Background: an optimization exercise with open tools, aiming at small area. Do not read the settings as production practice. Function was checked by simulation only, so behaviour that the tests miss may differ from the original. Power and IR drop assume default switching activity. The clock port is modelled as an ideal driver; clocking choices that lean on that would not hold on a real chip.

==> flow/design.v <==
module motorCtrlSimple_v2(
	input CLK,
	input reset,
	input [15:0] divider,
	input [15:0] stepsToGo,
	input go,
	input dirInput,
	output reg dir,
	output reg step,
	output reg activeMode
);
reg [14:0] cnt;
reg [14:0] half;     
reg odd;             
reg [15:0] steps;
reg [1:0] state;     
reg extra;           
wire idle = (state == 2'b00);
wire dly  = (state == 2'b01);
wire cz   = (cnt[14:1] == 14'h0);
wire c0   = cz & ~cnt[0];
wire c1   = cz & cnt[0];
wire hz   = (half == 15'h0);
wire hiEnd = step & (extra | (c0 & ~odd));
wire R = ~activeMode | (~step & c1) | (hiEnd & hz);
always @(posedge CLK) begin
	if (reset) begin
		state <= 2'b00;
		activeMode <= 1'b0;
		dir <= 1'b0;
		step <= 1'b0;
	end else begin
		case (state)
		2'b00: begin
			activeMode <= 1'b0;
			dir <= dirInput;
			if (go) state <= (dir != dirInput) ? 2'b01 : 2'b11;
		end
		2'b01: if (c0) state <= 2'b11;
		default: begin
			activeMode <= 1'b1;
			if (R) begin
				if (steps == 16'h0) state <= 2'b00;
				else step <= 1'b1;
			end else if (hiEnd)
				step <= 1'b0;
		end
		endcase
	end
	extra <= ~R & step & ~extra & c0 & odd;
	steps <= idle ? stepsToGo : steps - {15'h0, state[1] & R};
	if (idle) begin
		cnt <= 15'h00ff;
		half <= divider[15:1];
		odd <= divider[0];
	end else if (dly) begin
		cnt <= cnt - 15'h1;
	end else begin
		if (R | hiEnd) cnt <= half;
		else cnt <= cnt - 15'h1;
	end
end
endmodule
module async_transmitter(
	input clk,
	input rst,
	input TxD_start,
	input TxD_load,           
	input [7:0] TxD_data,     
	output TxD,
	output TxD_willBeReady    
);
reg [3:0] TxD_state;
reg [7:0] TxD_byte;         
reg [7:0] bitCnt;           
wire TxD_busy = (TxD_state != 4'b0000);
wire BitTick = (bitCnt == 8'hff);
assign TxD_willBeReady = ~TxD_busy | ((TxD_state == 4'b0011) & BitTick);
always @(posedge clk) begin
	if (~TxD_busy) bitCnt <= 8'h89;
	else if (BitTick) bitCnt <= 8'h12;
	else bitCnt <= {bitCnt[6:0], bitCnt[7] ^ bitCnt[5] ^ bitCnt[4] ^ bitCnt[3]};
	if (TxD_load) begin
		TxD_byte[7:6] <= TxD_data[7:6];
		TxD_byte[4:0] <= TxD_data[4:0];
	end
end
always @(posedge clk)
if (rst) TxD_state <= 4'b0000;
else case (TxD_state)
	4'b0000: if (TxD_start) TxD_state <= 4'b0100;
	4'b0100: if (BitTick) TxD_state <= 4'b1000;
	4'b1000: if (BitTick) TxD_state <= 4'b1001;
	4'b1001: if (BitTick) TxD_state <= 4'b1010;
	4'b1010: if (BitTick) TxD_state <= 4'b1011;
	4'b1011: if (BitTick) TxD_state <= 4'b1100;
	4'b1100: if (BitTick) TxD_state <= 4'b1101;
	4'b1101: if (BitTick) TxD_state <= 4'b1110;
	4'b1110: if (BitTick) TxD_state <= 4'b1111;
	4'b1111: if (BitTick) TxD_state <= 4'b0010;
	4'b0010: if (BitTick) TxD_state <= 4'b0011;
	4'b0011: if (BitTick) TxD_state <= 4'b0000;
	default: if (BitTick) TxD_state <= 4'b0000;
endcase
wire [7:0] txBits = {TxD_byte[7:6], 1'b0, TxD_byte[4:0]};
assign TxD = (TxD_state < 4) | (TxD_state[3] & txBits[TxD_state[2:0]]);
endmodule
module async_receiver(
	input clk,
	input rst,
	input RxD,
	output reg RxD_data_ready,
	output reg [7:0] RxD_data
);
reg [10:0] acc;
reg tick;
always @(posedge clk)
	if (rst) {tick, acc} <= 12'd0;
	else {tick, acc} <= {1'b0, acc} + 12'd151;
reg [3:0] RxD_state;
reg [1:0] RxD_sync;
always @(posedge clk) if (rst) RxD_sync <= 2'b11; else if (tick) RxD_sync <= {RxD_sync[0], RxD};
reg [1:0] Filter_cnt;
reg RxD_bit;
always @(posedge clk)
if (rst) begin
	Filter_cnt <= 2'b11;
	RxD_bit <= 1'b1;
end else if (tick) begin
	if (RxD_sync[1] == 1'b1 && Filter_cnt != 2'b11) Filter_cnt <= Filter_cnt + 1'd1;
	else if (RxD_sync[1] == 1'b0 && Filter_cnt != 2'b00) Filter_cnt <= Filter_cnt - 1'd1;
	if (Filter_cnt == 2'b11) RxD_bit <= 1'b1;
	else if (Filter_cnt == 2'b00) RxD_bit <= 1'b0;
end
reg [3:0] OversamplingCnt;
always @(posedge clk) if (rst) OversamplingCnt <= 0; else if (tick) OversamplingCnt <= (RxD_state == 0) ? 4'd0 : OversamplingCnt + 4'd1;
wire sampleNow = tick && (OversamplingCnt == 4'd7);
always @(posedge clk)
if (rst) RxD_state <= 4'b0000; else
case (RxD_state)
	4'b0000: if (~RxD_bit) RxD_state <= 4'b0001;
	4'b0001: if (sampleNow) RxD_state <= 4'b1000;
	4'b1000: if (sampleNow) RxD_state <= 4'b1001;
	4'b1001: if (sampleNow) RxD_state <= 4'b1010;
	4'b1010: if (sampleNow) RxD_state <= 4'b1011;
	4'b1011: if (sampleNow) RxD_state <= 4'b1100;
	4'b1100: if (sampleNow) RxD_state <= 4'b1101;
	4'b1101: if (sampleNow) RxD_state <= 4'b1110;
	4'b1110: if (sampleNow) RxD_state <= 4'b1111;
	4'b1111: if (sampleNow) RxD_state <= 4'b0010;
	4'b0010: if (sampleNow) RxD_state <= 4'b0000;
	default: RxD_state <= 4'b0000;
endcase
always @(posedge clk)
	if (sampleNow && RxD_state[3]) RxD_data <= {RxD_bit, RxD_data[7:1]};
always @(posedge clk)
	if (rst) RxD_data_ready <= 1'b0;
	else RxD_data_ready <= (sampleNow && RxD_state == 4'b0010 && RxD_bit);
endmodule
module top(
	input  CLOCK_25,
	input reset,
	output LED,
	output [9:0] step,
	output [9:0] dir,
	input [9:0] term,
	input 	UART_RX,
	output 	UART_TX,
	output DebugPin1,
	output reg DebugPin2,
	output reg DebugPin3,
	output DebugPin_85,
	output DebugPin5,
	output DebugPin6,
	output DebugPin7,
	output DebugPin8,
	output DebugPin9,
	output debugPin106,
	output DebugPin_86,
	output DebugPin_87,
	output DebugPin_103
);
reg [23:0] ledCnt;
reg ledReg;
wire ledZ = (ledCnt[22:0] == 23'h0);
always @(posedge CLOCK_25)
	if (reset) begin
		ledCnt <= 24'h0;
		ledReg <= 1'b0;
	end else begin
		ledCnt <= {ledCnt[22:0], ledCnt[23] ^ ledCnt[22] ^ ledCnt[21] ^ ledCnt[16] ^ ledZ};
		ledReg <= ledReg ^ (ledCnt[23] & ledZ);
	end
assign LED = ledReg;
wire rxReady;           
wire [7:0] rxData;
reg rxReadyL;           
always @(posedge CLOCK_25) if (reset) rxReadyL <= 1'b0; else rxReadyL <= rxReady;
async_receiver RX(.clk(CLOCK_25), .rst(reset), .RxD(UART_RX),
	.RxD_data_ready(rxReady), .RxD_data(rxData));
assign DebugPin1 = rxReady;
assign DebugPin7 = rxReady;
assign DebugPin_85 = 1'b0;
assign DebugPin9 = 1'b0;
assign DebugPin_86 = 1'b0;
reg [2:0] recvState;            
reg [3:0] curAxis;
reg [17:0] timeOut;
reg timeOutDone;
reg [7:0] cmdB3, cmdB2, cmdB1;  
reg cmdB0;                      
reg [9:0] pending;
reg [9:0] activeR;
wire [9:0] active;
reg [9:0] dirReg;
reg [15:0] divider [0:9];
reg [15:0] stepCounter [0:9];
wire sendDriveStatus = rxReady && (recvState == 3'd0) && (rxData[3:0] == 4'hF);
assign debugPin106 = sendDriveStatus;
assign DebugPin5 = active[0];
assign DebugPin6 = pending[0];
assign DebugPin_87 = step[0];
assign DebugPin_103 = dir[0];
wire cmdDone = rxReadyL && (recvState == 3'd6);
wire store = cmdDone && (curAxis < 4'd10) && !pending[curAxis];
integer c;
always @(posedge CLOCK_25) begin
	if (reset) begin
		recvState <= 3'd0;
		timeOutDone <= 1'b1;
		DebugPin2 <= 1'b0;
		DebugPin3 <= 1'b0;
		pending <= 10'd0;
		activeR <= 10'd0;
		dirReg <= 10'd0;
	end else begin
		if (rxReady) begin
			if (recvState == 3'd0) begin
				if (rxData[3:0] != 4'hF) recvState <= 3'd1;
			end else
				recvState <= recvState + 3'd1;
			timeOutDone <= 1'b0;
		end else begin
			if (timeOutDone) recvState <= 3'd0;
			DebugPin3 <= timeOutDone;
			if (&timeOut) timeOutDone <= 1'b1;
		end
		DebugPin2 <= rxReadyL && (recvState == 3'd5);
		if (rxReadyL) begin
			if (recvState == 3'd6) recvState <= 3'd0;
			if (store) begin
				pending[curAxis] <= 1'b1;
				dirReg[curAxis] <= cmdB0;
			end
		end else begin
			activeR <= active;
			pending <= pending & ~(active & ~activeR);
		end
	end
	if (rxReady) timeOut <= 18'h3fffe;
	else timeOut <= {timeOut[16:0], timeOut[17] ^ timeOut[10]};
	if (rxReady && recvState == 3'd0) curAxis <= rxData[3:0];
	if (rxReadyL) begin
		cmdB3 <= rxData;
		cmdB2 <= cmdB3;
		cmdB1 <= cmdB2;
		cmdB0 <= cmdB1[7];
	end
	for (c = 0; c < 10; c = c + 1)
		if (store && curAxis == c) begin
			divider[c] <= {cmdB2, cmdB1};
			stepCounter[c] <= {rxData, cmdB3};
		end
end
genvar i;
generate
for (i = 0; i < 10; i = i + 1) begin : motorControlBlock
	motorCtrlSimple_v2 mr(.CLK(CLOCK_25), .reset(reset),
		.divider(divider[i]), .stepsToGo(stepCounter[i]),
		.go(pending[i] && (stepCounter[i] != 16'h0)),
		.dirInput(dirReg[i]), .dir(dir[i]), .step(step[i]), .activeMode(active[i]));
end
endgenerate
reg [2:0] sendState;
reg uartStartSignal;
reg [11:0] sendDelay;    
wire sendDelayEnd = sendDelay[11] & (sendDelay[10:0] == 11'h0);
wire txWillBeReady;
assign DebugPin8 = uartStartSignal;
wire sendNow = (sendState == 3'd0) ? sendDriveStatus : (sendState[0] == 1'b0);
reg [7:0] txData;
always @(*)
	case (sendState[2:1])
		2'd0: txData = {3'b000, pending[4:0]};
		2'd1: txData = {3'b010, pending[9:5]};
		2'd2: txData = {3'b100, ~term[4:0]};
		default: txData = {3'b110, ~term[9:5]};
	endcase
always @(posedge CLOCK_25) begin
	if (reset) begin
		sendState <= 3'd7;
		uartStartSignal <= 1'b0;
	end else begin
		uartStartSignal <= sendNow;
		if (sendState[0]) begin
			if (sendState == 3'd7 || sendDelayEnd) sendState <= sendState + 3'd1;
		end else if (sendNow)
			sendState <= sendState + 3'd1;
	end
	if (sendState[0]) sendDelay <= {sendDelay[10:0], sendDelay[11] ^ sendDelay[10] ^ sendDelay[9] ^ sendDelay[3] ^ (sendDelay[10:0] == 11'h0)};
	else sendDelay <= 12'h0;
end
async_transmitter TX(.clk(CLOCK_25), .rst(reset), .TxD(UART_TX),
	.TxD_start(uartStartSignal), .TxD_load(sendNow & txWillBeReady),
	.TxD_data(txData), .TxD_willBeReady(txWillBeReady));
endmodule
==> flow/flow/run.sh <==
#!/bin/bash
set -e
cfg() { sed -n "s/^export $1 *= *//p" config.mk | tail -n 1; }
SIZE=$(cfg CTS_CLUSTER_SIZE); SIZE=${SIZE:-30}
DIAM=$(cfg CTS_CLUSTER_DIAMETER); DIAM=${DIAM:-100}
export BUFFER_PORTS_ARGS="-buffer_cell sky130_fd_sc_hd__buf_1"
export CTS_ARGS="-sink_clustering_enable -repair_clock_nets -sink_clustering_size $SIZE -sink_clustering_max_diameter $DIAM -dont_use_dummy_load"
echo "CTS_ARGS=$CTS_ARGS" > run_settings.log
bash standard.sh > standard_flow.log 2>&1
==> flow/standard.sh <==
#!/bin/bash
# synth_recipe.tcl (not shown) runs the flow's synth.tcl, then flattens the netlist and writes it again
# the make line also repeats each setting of config.mk as NAME=value (left out here)
make -C /OpenROAD-flow-scripts/flow DESIGN_CONFIG=/design/flow/config.mk WORK_HOME=/design/flow/orfs CLKGATE_MAP_FILE= SYNTH_SCRIPT=/design/flow/synth_recipe.tcl "${@:-finish}"
==> flow/config.mk <==
export PLATFORM = sky130hd
export DESIGN_NAME = top
export DESIGN_NICKNAME = top
export VERILOG_FILES = /design/flow/design.v
export SDC_FILE = /design/flow/constraint.sdc
export NUM_CORES = 4
export LEC_CHECK = 0
export CAP_MARGIN = 0
export CORE_MARGIN = 2
export CORE_UTILIZATION = 70
export CTS_CLUSTER_DIAMETER = 100
export CTS_CLUSTER_SIZE = 30
export PLACE_DENSITY = 0.85
export SLEW_MARGIN = 0
==> flow/constraint.sdc <==
create_clock -name core_clock -period 10.0 [get_ports {CLOCK_25}]
set_input_delay 2.0000 -clock core_clock [delete_from_list [all_inputs] [get_ports {CLOCK_25}]]
set_output_delay 2.0000 -clock core_clock [all_outputs]
set_load 0.01 [all_outputs]
==> results of run 1 <==
[cell families after synthesis]
family          count (synthesis)
buf+inv                       244
simple gates                 1260
mux                            44
compound gates                568
other cells                     1
flops                        1028
xor+xnor                      280
fa+ha+maj                      46
[worst max-delay path, cell delays in order (launching register included)]
cell and delay, ps:
edfxtp_1 790, and4_1 390, nand3_1 200, inv_1 140, buf_1 160
[layer usage]
layer	global-route usage	up-vias	share of wire
met1	0.3882	12790	0.40
met3	0.04743	226	0.079
met2	0.4946	988	0.48
met4	0.1258	0	0.044
met5	0	-	0
li1	-	12400	-
[layout by cell type, fill, tap and decap left out, types with 31 or more instances in the layout]
cell       count
nand4_1       34
nand3_1       52
o21ai_0      215
ha_1          46
buf_1         43
clkbuf_16     40
mux2i_1       36
nor4_1       147
nand2_1      348
buf_4         31
nor2b_1       51
edfxtp_1     524
xor2_1       100
a211oi_1      58
nor3_1       160
dfxtp_1      503
a31oi_1       59
inv_1         87
a21oi_1      116
nor2_1       275
xnor2_1      180
[area by class of cell]
class	count	area share
Multi-Input combinational cell	2201	0.3171
Tap cell	756	0.02264
Sequential cell	1028	0.6181
Antenna cell	4	0.0002396
Clock buffer	40	0.02396
Timing Repair Buffer	76	0.009732
Inverter	92	0.008265
[worst min-delay path by stage]
stage,from,to,slack [ps]
4_1_cts,divider[1][2]$_DFFE_PP_,motorControlBlock[1].mr.half[1]$_DFFE_PP_,360
3_5_place_dp,divider[1][7]$_DFFE_PP_,motorControlBlock[1].mr.half[6]$_DFFE_PP_,400
3_3_place_gp,divider[9][6]$_DFFE_PP_,motorControlBlock[9].mr.half[5]$_DFFE_PP_,400
6_report,divider[1][3]$_DFFE_PP_,motorControlBlock[1].mr.half[2]$_DFFE_PP_,360
2_1_floorplan,motorControlBlock[3].mr.extra$_DFF_P_,motorControlBlock[3].mr.extra$_DFF_P_,400
5_1_grt,divider[1][3]$_DFFE_PP_,motorControlBlock[1].mr.half[2]$_DFFE_PP_,360
[where the power goes]
group          switching [mW]  internal, mW
Combinational           0.578         0.402
Sequential              0.321          4.77
Clock                    1.17         0.725
Total                    2.07          5.89
[sequential cells by signal, summed over array words and instances, names as in the netlist, 11 cells and up]
signal / flops
RX.acc: 11
divider: 160
ledCnt: 24
motorControlBlock.mr.cnt: 150
motorControlBlock.mr.half: 150
motorControlBlock.mr.state: 20
motorControlBlock.mr.steps: 160
sendDelay: 12
stepCounter: 160
timeOut: 18
[metrics by stage]
stage	hold slack, ps	std cells
3_5_place_dp	404.5	4152
4_1_cts	357.8	4192
3_3_place_gp	400.8	4152
2_1_floorplan	396.5	3473
6_report	359.7	4197
5_1_grt	358.0	4193
[cell usage after synthesis, types with 15 or more instances]
master	instances	share of area
a211oi_1	58	0.011
a21oi_1	116	0.015
a31oi_1	59	0.0092
and2_1	24	0.0038
and3_1	21	0.0033
buf_4	24	0.0045
clkbuf_1	113	0.011
dfxtp_1	504	0.25
edfxtp_1	524	0.39
ha_1	46	0.014
inv_1	87	0.0082
mux2i_1	36	0.0090
nand2_1	348	0.033
nand2b_1	19	0.0030
nand3_1	52	0.0065
nand4_1	34	0.0053
nor2_1	279	0.026
nor2b_1	51	0.0080
nor3_1	162	0.020
nor4_1	147	0.023
o21ai_0	215	0.027
or2_2	29	0.0045
or3_1	30	0.0047
or4_1	15	0.0028
xnor2_1	180	0.039
xor2_1	100	0.022
==> notes.md, run 1 <==
Setup crit start kind=flip-flop; starting density of the core=0.7084; FF+latch count, synth=1,028; vias in the first global route=25,800; DRC viols=0; clk slew on worst S/H paths=110 ps; RSZ-0062 raised after global routing=false; critical path startpoint=RX.RxD_data[1]$_DFFE_PP_; worst hold path class=reg -> reg; Vias=26,400; Synth Area in XOR/XNOR=0.06128; Hold Vio Cnt, Final=0; Post-Place Setup Slack=5996 ps; die area=0.05910 mm²; Netlist cell types=74; FMAX=0.2325 GHz; hold_buf cts=0; Routed Wire Length=87,660 µm; leakage power=14.28 nW; setup bufs post-CTS=0; Synth async-reset ratio=0; last element of the critical path=debugPin106; root buffer cell=clkbuf_16; worst hold path cell count=0; mux share of post-synthesis cell area=0.01210; status=complete, no violations; wire per inst=20.89 µm; CTS max path bufs=3; Die X=243.1 µm; setup TNS=0 ps; fin util=0.7396; CTS tree=built; filler cell count=3,512; Syn-to-layout area delta=4.408%; adder-cell share of the synthesized area=0.01438; Setup Skew=70.15 ps; max cap viols=0; H-tree depth=2; Worst VDD drop=0.1643 mV; Primary FF master, synth=edfxtp_1; Final nets=3,498; sequential share of the synthesized area=0.6453; worst path arrival time=2300 ps; Register Area=0.02583 mm²; Port Buf Inserts=44; vias per cell=6.291; routability-driven placement congestion ratio=0.8866; reg2reg end=motorControlBlock[0].mr.steps[13]$_DFF_P_; Avg Inst Size Synth=11.53 µm²; R2R depth=12; R2R setup slack=5950 ps; die span in y=243.1 µm; critical path data required time=8000 ps; # resized after CTS=0; Num CTS Buffers=40; final setup violation count=0; multi-input logic area=0.01325 mm²; fraction of layout instances using a drive strength above 1=0.04015; main combinational cell family by area after synthesis=simple AND/OR/NAND/NOR gates; critical-path maximum fanout=14; Worst-Margin Slew=1206 ps; Post-DP Area=0.04077 mm²; Crit Path Category=reg -> out; Slew Limit Fails=0; PwrDens=190.6 mW/mm²; Tmin final=4301 ps; largest net degree at the start of global routing=95; GRT overflow=0; compound-gate portion of the synthesized area=0.08707; DP HPWL=57,980 µm; Worst Setup End Kind=output pin; reg-to-reg critical path startpoint=motorControlBlock[0].mr.cnt[5]$_SDFF_PP1_; core area=0.05650 mm²; count of boundary I/O pins=48; first-pass GRT wire length=137,300 µm; clock sink total=1,028; design area=0.04178 mm²; Power Total=7.966 mW; area of the mapped netlist=0.04002 mm²; Slew headroom=0.1957; Skew-Pair Late Insertion Delay=620 ps; Final WS setup=5699 ps; Synth Instances=3,471; initial antenna violation count=5; Warnings, synthesis=8; DRT iter0 DRCs=2,912; number of synthesized flops with an enable pin=524; period utilization=0.4301; total global-route track usage=0.2964; DRT Pass-1 Iters=8; row cnt=87; post-route ant nets=0; Post-Synth Simple-Gate Area=0.1544
==> inputs of run 2 (changes only) <==
--- a/flow/flow/run.sh
+++ b/flow/flow/run.sh
@@ -5,5 +5,6 @@
 DIAM=$(cfg CTS_CLUSTER_DIAMETER); DIAM=${DIAM:-100}
 export BUFFER_PORTS_ARGS="-buffer_cell sky130_fd_sc_hd__buf_1"
 export CTS_ARGS="-sink_clustering_enable -repair_clock_nets -sink_clustering_size $SIZE -sink_clustering_max_diameter $DIAM -dont_use_dummy_load"
+export PRE_GLOBAL_PLACE_TCL="$PWD/flow/pre_gpl.tcl"
 echo "CTS_ARGS=$CTS_ARGS" > run_settings.log
 bash standard.sh > standard_flow.log 2>&1
==> flow/flow/pre_gpl.tcl (new file) <==
# Before global placement: remove the buffers synthesis inserted (what the
# standard flow does when placement is timing-driven); repair_design after
# placement buffers the nets that need it.
remove_buffers
--- a/flow/config.mk
+++ b/flow/config.mk
@@ -10,5 +10,6 @@
 export CORE_UTILIZATION = 70
 export CTS_CLUSTER_DIAMETER = 100
 export CTS_CLUSTER_SIZE = 30
+export GPL_TIMING_DRIVEN = 0
 export PLACE_DENSITY = 0.85
 export SLEW_MARGIN = 0
==> run 2 against run 1 <==
Die area did not move. Still clean on timing, DRC and antenna. Critical endpoint unchanged. Synthesized cell count stayed put. Clock power barely moved. Combinational power is 2% higher. Sequential power about the same. Wire length down 1.9%. Clock skew decreased by 22 ps. Final cell count fell by 0.38%. Largest power group unchanged.
==> notes.md, run 2 <==
FF+latch count, synth=1,028 (unchanged); Num CTS Buffers=40 (unchanged); largest net degree at the start of global routing=63 (-34%); wire per inst=20.56 µm (-1.5%); Routed Wire Length=85,980 µm (-1.9%); crit path buf inv count=2 (unchanged); routability-driven placement congestion ratio=0.9004 (+1.6%); DP HPWL=55,820 µm (-3.7%); status=complete, no violations; Skew-Pair Late Insertion Delay=610 ps (about the same); Post-Place Setup Slack=5406 ps (-589.8 ps); Setup crit start kind=flip-flop; CP Cell Sequence=and4_1 > nand3_1 > inv_1 > buf_1; max cap viols=0 (unchanged); DRC viols=0 (unchanged); count of boundary I/O pins=48 (unchanged); critical path data required time=8000 ps (about the same); Worst Setup End Kind=output pin; dpl cells=4,139 (-0.31%); root buffer cell=clkbuf_16; clk slew on worst S/H paths=110 ps (about the same); Synth Instances=3,471 (unchanged); Worst-Margin Slew=1299 ps (+92.88 ps); H-tree depth=2 (unchanged); commonest non-fill, non-tap cells in the layout=edfxtp_1 (524), dfxtp_1 (503), nand2_1 (348); Crit Path Category=reg -> out; PwrDens=190.8 mW/mm² (about the same); total global-route track usage=0.2858 (-0.01067); CP max stage delay=970 ps (+180 ps); Pint=5.907 mW (+0.23%); worst hold path class=reg -> reg; slowest CP cell=edfxtp_1; fraction of layout instances using a drive strength above 1=0.03944 (-0.0007122); post-route ant nets=0 (unchanged); initial antenna violation count=8 (+3); Crit path max-delay family=flip-flops; final setup violation count=0 (unchanged); switching part of the total=0.2602 (about the same); DRT iter0 DRCs=2,732 (-6.2%); GRT overflow=0 (unchanged); Final nets=3,484 (-0.40%); first-pass GRT wire length=132,700 µm (-3.4%); Slew Limit Fails=0 (unchanged); Hold Vio Cnt, Final=0 (unchanged); largest area contributor in the netlist=edfxtp_1; die area=0.05910 mm² (unchanged); starting density of the core=0.7084 (unchanged); Synth area leaders=edfxtp_1 (39%), dfxtp_1 (25%), xnor2_1 (3.9%); hold_buf cts=0 (unchanged); Warnings, synthesis=8 (unchanged); area of the mapped netlist=0.04002 mm² (unchanged); RSZ-0062 raised after global routing=false; Synth async-reset ratio=0 (unchanged); Slew headroom=0.1338 (-0.06192); row cnt=87 (unchanged); Comb power frac=0.125 (+0.002); most common cell after layout, fill and taps aside=edfxtp_1; Tmin final=4408 ps (+107.4 ps); # resized after CTS=0 (unchanged); Setup Skew=47.85 ps (-22.29 ps); Clk network pwr share=0.238 (about the same); vias in the first global route=25,020 (-3.0%); sequential share of the synthesized area=0.6453 (unchanged); biggest registers after layout=divider x160, motorControlBlock.mr.steps x160, stepCounter x160; switching power=2.078 mW (+0.28%); commonest cells in the synthesized netlist=edfxtp_1 (524), dfxtp_1 (504), nand2_1 (348); Syn-to-layout area delta=4.561%; core area=0.05650 mm² (unchanged); most numerous cell in the Yosys netlist=edfxtp_1; DRT Pass-1 Iters=6 (-2); Worst VDD drop=0.2287 mV (+39%); critical-path maximum fanout=13 (-1); Primary FF master, synth=edfxtp_1; period utilization=0.4408 (+0.01074); worst path arrival time=2410 ps (+110 ps); vias per cell=6.304 (+0.21%); Port Buf Inserts=44 (unchanged); die span in y=243.1 µm (unchanged); Avg Inst Size Synth=11.53 µm² (unchanged); CTS tree=built; Vias=26,360 (-0.17%); leakage power=14.27 nW (about the same); Final WS setup=5592 ps (-107.4 ps); Power Total=7.985 mW (+0.25%); Sequential Power Share=0.638 (about the same); Netlist cell types=74 (unchanged); clock sink total=1,028 (unchanged); number of synthesized flops with an enable pin=524 (unchanged); Die X=243.1 µm (unchanged); CTS max path bufs=3 (unchanged); setup bufs post-CTS=0 (unchanged); non-filler instance count after layout=4,181 (-0.38%); share of the synthesized area in the top cell type=0.3932 (unchanged); FMAX=0.2269 GHz (-2.4%); filler cell count=3,465 (-1.3%)
[run 2: cell counts after synthesis]
Identical to the previous run, type by type.
[run 2: through the flow]
step           area (µm²)  hold slack [ps]  setup TNS (ps)  utilization
3_5_place_dp        40840            404.5               0       0.7228
4_1_cts             41840            370.5               0       0.7405
2_1_floorplan       40030            396.5               0            -
5_1_grt             41840            375.4               0       0.7406
3_3_place_gp        40470            400.3           -1121       0.7163
6_report            41850            372.1               0       0.7407
[run 2: area by class of cell]
| type | count | area (µm²) | share of cell area |
|---|---|---|---|
| timing repair buffer | 62 | 454.2 | 0.01085 |
| multi-input combinational | 2201 | 13270 | 0.3170 |
| sequential | 1028 | 25830 | 0.6172 |
| antenna | 2 | 5.005 | 0.0001196 |
| clock buffer | 40 | 1001 | 0.02392 |
| tap | 756 | 945.9 | 0.02260 |
| inverter | 92 | 346.6 | 0.008282 |
[run 2: path summary, 6_finish.rpt]
| kind | from | end | slack [ps] | cells past startpoint |
|---|---|---|---|---|
| max | RX.RxD_data[0]$_DFFE_PP_ | debugPin106 | 5590 | 4 |
| min | divider[4][4]$_DFFE_PP_ | motorControlBlock[4].mr.half[3]$_DFFE_PP_ | 370 | 0 |
| max reg2reg | motorControlBlock[0].mr.cnt[5]$_SDFF_PP1_ | motorControlBlock[0].mr.steps[13]$_DFF_P_ | 5860 | 12 |
| min reg2reg | divider[4][4]$_DFFE_PP_ | motorControlBlock[4].mr.half[3]$_DFFE_PP_ | 370 | 0 |
[run 2: logic make-up (layout without fill, tap and decap cells)]
group                    count (synthesis)  after routing  share of synthesized area
buffers and inverters                  244            194                    0.02542
AO/OA/AOI/OAI                          568            568                    0.08707
multiplexers                            44             44                    0.01210
flip-flops                            1028           1028                     0.6453
XOR/XNOR                               280            280                    0.06128
other                                    1              5                 0.00009370
adder cells (fa/ha/maj)                 46             46                    0.01438
AND/OR/NAND/NOR                       1260           1260                     0.1544
[run 2: worst reg2reg max path: cells and delay by family (launching register included)]
kind | cells | cell delay, ps
xor+xnor | 1 | 180
compound gates | 3 | 790
fa+ha+maj | 1 | 220
simple gates | 7 | 2450
flops | 1 | 370
[run 2: power groups by stage]
stage,logic (mW),registers [mW],clock network [mW]
global route,1.11,5.14,2.05
detailed placement,0.978,5.18,0
floorplan,0.815,5.07,0
finish,0.995,5.09,1.90
global placement,0.896,5.14,0
CTS,0.993,5.08,1.92
[run 2: metal layers]
metal	vias to the layer above	wire, µm	track usage
li1	12390	-	-
met1	12740	34670	0.3833
met2	1030	41030	0.4732
met3	201	6688	0.03914
met4	0	3582	0.1187
met5	-	0	0

## what the ideal ports hide
Ports are ideal in the flow. The routed layouts listed here were re-timed in OpenROAD. Step 1 sets driving cells, clkbuf_16 on the clock port and buf_2 on the other inputs (assumed; they add their load-dependent delay and slew). Step 2 moves the port delays by t, midway between the first and last clock arrival at a register: inputs arrive t later, outputs are due t later. That takes back most of the time a late clock gives input paths. Slacks: ideal / step 1 / step 2; pairs: ideal / step 1.
| run | t, ns | setup slack, ns | worst setup path after step 2 |
|---|---|---|---|
| run 1 | 0.649 | 5.699 / 5.640 / 5.953 | register to register |
| run 2 | 0.646 | 5.592 / 5.534 / 5.331 | input to register |
After both steps every run listed still meets setup and hold. For run 2, which loses most, drivers alone change the setup slack by -0.058 ns; drivers and shift together by -0.261 ns.
